This design comes from an exercise in tuning for small area and a short achievable clock period on the open sky130 flow, not from production work.
Only simulation tests tie the RTL to the original design; equivalence was not proved.

Setup of old:
Design wallace_tree_multiplier, start of the top module:
module wallace_tree_multiplier (
    input  logic        clk,
    input  logic        reset,
    input  logic [31:0] multiplicand,
    input  logic [31:0] multiplier,
    output logic [63:0] product,
    output logic        overflow
);
    logic [15:0] one, two, neg;
    logic [33:0] ae;
    assign ae = {multiplicand[31], multiplicand, 1'b0};
    logic [32:0] pp0;
    logic [32:0] pp1;
    logic [32:0] pp2;
    logic [32:0] pp3;
    logic [32:0] pp4;
    logic [32:0] pp5;
    logic [32:0] pp6;
    logic [32:0] pp7;
    logic [32:0] pp8;
    logic [32:0] pp9;
    logic [32:0] pp10;
    logic [32:0] pp11;
    logic [32:0] pp12;
    logic [32:0] pp13;
    logic [32:0] pp14;
    logic [32:0] pp15;
  ...
Size: roughly 2,700 cells after synthesis, roughly 140 flip-flops, about 130 I/O pins.
Settings: LEC_CHECK=0, ABC_AREA=1, CAP_MARGIN=20, CORE_MARGIN=2, CORE_UTILIZATION=70, SLEW_MARGIN=20, SYNTH_HIERARCHICAL=1; clock period 13.5 ns.
standard.sh (not shown) runs the stock make flow with config.mk's settings and CLKGATE_MAP_FILE= SYNTH_SCRIPT=/design/flow/synth_recipe.tcl, a recipe that flattens the netlist after the stock synthesis.
==> flow/flow/run.sh <==
#!/bin/bash
# Standard ORFS layout, with plain buf_1 cells as the port buffers (buffer_ports
# otherwise picks a delay-cell buffer for every port), and timing repair aimed
# at a 6.5 ns setup margin.
set -euo pipefail
export BUFFER_PORTS_ARGS="-buffer_cell sky130_fd_sc_hd__buf_1"
bash standard.sh SETUP_SLACK_MARGIN=6.5 finish > standard_flow.log 2>&1
#### Input delta (new over old)
Settings: swapping 70 for 80 in CORE_UTILIZATION.
==> flow/flow/run.sh <==
#!/bin/bash
# Standard ORFS layout, with plain buf_1 cells as the port buffers (buffer_ports
# otherwise picks a delay-cell buffer for every port), and timing repair aimed
# at a 6.7 ns setup margin.
set -euo pipefail
export BUFFER_PORTS_ARGS="-buffer_cell sky130_fd_sc_hd__buf_1"
bash standard.sh SETUP_SLACK_MARGIN=6.7 finish > standard_flow.log 2>&1
- met2 global-route usage ends up higher on new.
- The via count reported for new is higher than the one for old.
- Every run (old and new) finished clean.
- Any difference in clock latency on the worst-skew pair between new and old is small enough to ignore.
- On detailed-router iteration count before antenna repair: new sits above old.
- Cmp new vs old: worst setup slack higher in new
- When new is set beside old, its wire length turns out to be 8.4% larger.
- Shortest clock period the worst path allows after layout: old and new compared, higher one is old
- Summary of new over old: hold slack did not really move, summed area of non-filler cells in the final layout went up.

Setup of the previous run:
wallace_tree_multiplier, a different RTL version from the one above (not shown whole).
For scale: ~130 I/O pins, about 0.024 mm2 of cells after synthesis.
Settings: LEC_CHECK=0, ABC_AREA=1, CAP_MARGIN=20, CORE_MARGIN=2, CORE_UTILIZATION=60, SETUP_SLACK_MARGIN=5, SLEW_MARGIN=20, SYNTH_HIERARCHICAL=1; clock period 13.5 ns.
run.sh (not shown) runs the stock make flow with config.mk's settings and CLKGATE_MAP_FILE= SYNTH_SCRIPT=/design/flow/synth_recipe.tcl, a recipe that flattens the netlist after the stock synthesis.
Stock flow here: none of the scripts above is used.
In summary, the previous run completed successfully, with a layout that passed the timing, DRC and antenna checks.
> inputs changed (the previous run -> the current run)
diff --git a/flow/config.mk b/flow/config.mk
--- a/flow/config.mk
+++ b/flow/config.mk
@@ -9,6 +9,6 @@
 export CAP_MARGIN = 20
 export CORE_MARGIN = 2
-export CORE_UTILIZATION = 60
-export SETUP_SLACK_MARGIN = 5
+export CORE_UTILIZATION = 40
+export SETUP_SLACK_MARGIN = 3
 export SLEW_MARGIN = 20
 export SYNTH_HIERARCHICAL = 1
[summary]
Summary of the comparison: setup slack of the critical path after layout is lower in the current run, relative to the previous run. Summary of the current run over the previous run: total inserted antenna cells went down by 1, share of cells above drive strength 1 -8.5 points.

Another version of the RTL of wallace_tree_multiplier (not shown whole).
Size: about 2700 cells after synthesis, about 65 flip-flops, ~130 I/O pins, about 24000 um2 of cells after synthesis.
## wallace_tree_multiplier
module wallace_tree_multiplier (
    input  logic        clk,
    input  logic        reset,
    input  logic [31:0] multiplicand,
    input  logic [31:0] multiplier,
    output logic [63:0] product,
    output logic        overflow
);
    logic [15:0] one, two, neg;
    logic [33:0] ae;
    assign ae = {multiplicand[31], multiplicand, 1'b0};
    logic [32:0] pp0;
    logic [32:0] pp1;
    logic [32:0] pp2;
    logic [32:0] pp3;
    logic [32:0] pp4;
    logic [32:0] pp5;
    logic [32:0] pp6;
    logic [32:0] pp7;
    logic [32:0] pp8;
    logic [32:0] pp9;
    logic [32:0] pp10;
    logic [32:0] pp11;
    logic [32:0] pp12;
    logic [32:0] pp13;
    logic [32:0] pp14;
    logic [32:0] pp15;
  ...
==> flow/config.mk <==
export PLATFORM = sky130hd
export DESIGN_NAME = wallace_tree_multiplier
export DESIGN_NICKNAME = wallace_tree_multiplier
export VERILOG_FILES = /design/flow/design.v
export SDC_FILE = /design/flow/constraint.sdc
export NUM_CORES = 4
export LEC_CHECK = 0
export ABC_AREA = 1
export CAP_MARGIN = 20
export CORE_MARGIN = 2
export CORE_UTILIZATION = 50
export SETUP_SLACK_MARGIN = 4.5
export SLEW_MARGIN = 20
export SYNTH_HIERARCHICAL = 1
==> flow/constraint.sdc <==
create_clock -name core_clock -period 13.5 [get_ports {clk}]
set_input_delay 2.7000 -clock core_clock [delete_from_list [all_inputs] [get_ports {clk}]]
set_output_delay 2.7000 -clock core_clock [all_outputs]
set_load 0.01 [all_outputs]
standard.sh (not shown) runs the stock make flow with config.mk's settings and CLKGATE_MAP_FILE= SYNTH_SCRIPT=/design/flow/synth_recipe.tcl, a recipe that flattens the netlist after the stock synthesis.
==> flow/flow/run.sh <==
#!/bin/bash
# Standard ORFS layout, with plain buf_1 cells as the port buffers (buffer_ports
# otherwise picks a delay-cell buffer for every port).
set -euo pipefail
export BUFFER_PORTS_ARGS="-buffer_cell sky130_fd_sc_hd__buf_1"
bash standard.sh > standard_flow.log 2>&1
Edit:
- CORE_UTILIZATION: 50 -> 40
Outcome: The new run completed without violations. Design area came out higher by 0.55%. Global-route usage came out lower by 7.0 points. Setup slack gets worse by 15 ps. Utilization came out lower by 10 points. Cell count came out higher by 4.4%. Wire length came out higher by 2.3%. Clock-buffer cell count does not change. Register-to-register slack gets better by 190 ps.
Edit:
- CORE_UTILIZATION: 40 -> 60
Result: The changed run completed with no timing, DRC or antenna violations; hold slack is worse by 8.2 ps; final area goes down by 2.0%; utilization is higher by 20 points; die area is lower by 33%; sequential share of layout area climbs by 0.13 points; global-route usage goes up by 14 points; setup slack is better by 15 ps.
Edit:
- CORE_UTILIZATION: 60 -> 50
- SETUP_SLACK_MARGIN: 4.5 -> 5
Result: Setup slack gets better by 410 ps; utilization came out lower by 6.9 points; wire length grows by about 4.5%; count of clock-buffer cells in the layout went up by 1; via count is higher by about 1.6%; critical path depth came out lower by 3; synthesized area does not change; design area is higher by about 7%; non-clock buffer count rises by 73; die area went up by 20%.
Edit:
- CORE_UTILIZATION: 50 -> 60
Outcome: Die area falls by about a fifth; cell count falls by a few percent; final area falls slightly.
Edit:
- CORE_UTILIZATION: 60 -> 40
What happened: The changed run produced a clean layout. Die area increases by 49%. Cell count goes up by 7.8%. Setup slack got worse by 67 ps. Hold slack improved by 7.3 ps.

RTL: one of the versions met above, not the one the previous note started from.
For scale: ~2,700 cells after synthesis, ~65 flip-flops.
// wallace_tree_multiplier
module wallace_tree_multiplier (
    input  logic        clk,
    input  logic        reset,
    input  logic [31:0] multiplicand,
    input  logic [31:0] multiplier,
    output logic [63:0] product,
    output logic        overflow
);
export LEC_CHECK = 0
export ABC_AREA = 1
export CAP_MARGIN = 20
export CORE_MARGIN = 2
export CORE_UTILIZATION = 40
export SETUP_SLACK_MARGIN = 5
export SLEW_MARGIN = 20
export SYNTH_HIERARCHICAL = 1
create_clock -name core_clock -period 13.5 [get_ports {clk}]
Scripts as last shown in full above: flow/flow/run.sh
Edit:
==> flow/run.sh (new file) <==
#!/bin/bash
# synth_recipe.tcl (not shown) runs the flow's synth.tcl, then flattens the netlist and writes it again
# the make line also repeats each setting of config.mk as NAME=value (left out here)
make -C /OpenROAD-flow-scripts/flow DESIGN_CONFIG=/design/flow/config.mk WORK_HOME=/design/flow/orfs CLKGATE_MAP_FILE= SYNTH_SCRIPT=/design/flow/synth_recipe.tcl finish
removed: flow/flow/run.sh
removed: flow/standard.sh
After rerunning:
- The new run produced a clean layout
- final cell count grows by about 1.3%
- cell area went up by 4.9%
- register-to-register slack improves by 0.10 ns
- worst setup slack gets better by 0.019 ns
- count of clock-buffer cells in the layout does not change

==> port drivers added, routing unchanged <==
In the flow no input, the clock included, has a driving cell. The finished layouts below were timed again as built, in two steps. Step 1 sets driving cells, clkbuf_16 on the clock port and buf_2 on the other inputs (assumed; they add their load-dependent delay and slew). Step 2, shift: input delay + t, output delay - t, t = (earliest + latest rising clock arrival at the registers) / 2. This alone moves slack from input paths to output paths. Slacks: ideal / step 1 / step 2; pairs: ideal / step 1.
run | t (ns) | setup WS [ns] | hold slack, ns | worst setup path after step 2 | cell pins on the clock port's net
old | 0.518 | 6.593 / 6.606 / 6.089 | 0.656 / 0.656 / 0.656 | input to register | 1
new | 0.519 | 6.646 / 6.668 / 6.149 | 0.656 / 0.656 / 0.656 | input to register | 1
the previous run | 0.431 | 5.071 / 5.102 / 4.671 | 0.586 / 0.586 / 0.586 | input to register | 1
the current run | 0.440 | 3.867 / 3.897 / 3.457 | 0.671 / 0.671 / 0.671 | input to register | 1
the first run of note 3 | 0.443 | 4.691 / 4.711 / 4.269 | 0.604 / 0.604 / 0.604 | input to register | 1
the second run of note 3 | 0.441 | 4.676 / 4.711 / 4.270 | 0.557 / 0.557 / 0.557 | input to register | 1
the third run of note 3 | 0.410 | 4.691 / 4.712 / 4.302 | 0.549 / 0.549 / 0.549 | input to register | 1
the fourth run of note 3 | 0.435 | 5.105 / 5.128 / 4.693 | 0.616 / 0.616 / 0.616 | input to register | 1
the fifth run of note 3 | 0.415 | 5.149 / 5.152 / 4.737 | 0.549 / 0.549 / 0.549 | input to register | 1
the sixth run of note 3 | 0.442 | 5.082 / 5.119 / 4.678 | 0.556 / 0.556 / 0.556 | input to register | 1
the first run of note 4 | 0.442 | 5.101 / 5.115 / 4.673 | 0.675 / 0.675 / 0.675 | input to register | 1
the second run of note 4 | 0.444 | 5.120 / 5.142 / 4.698 | 0.663 / 0.663 / 0.663 | input to register | 1
After both steps setup and hold are still met in every run listed. The setup slack of old, which loses most, moves by +0.013 ns with the drivers and by -0.504 ns with both steps.
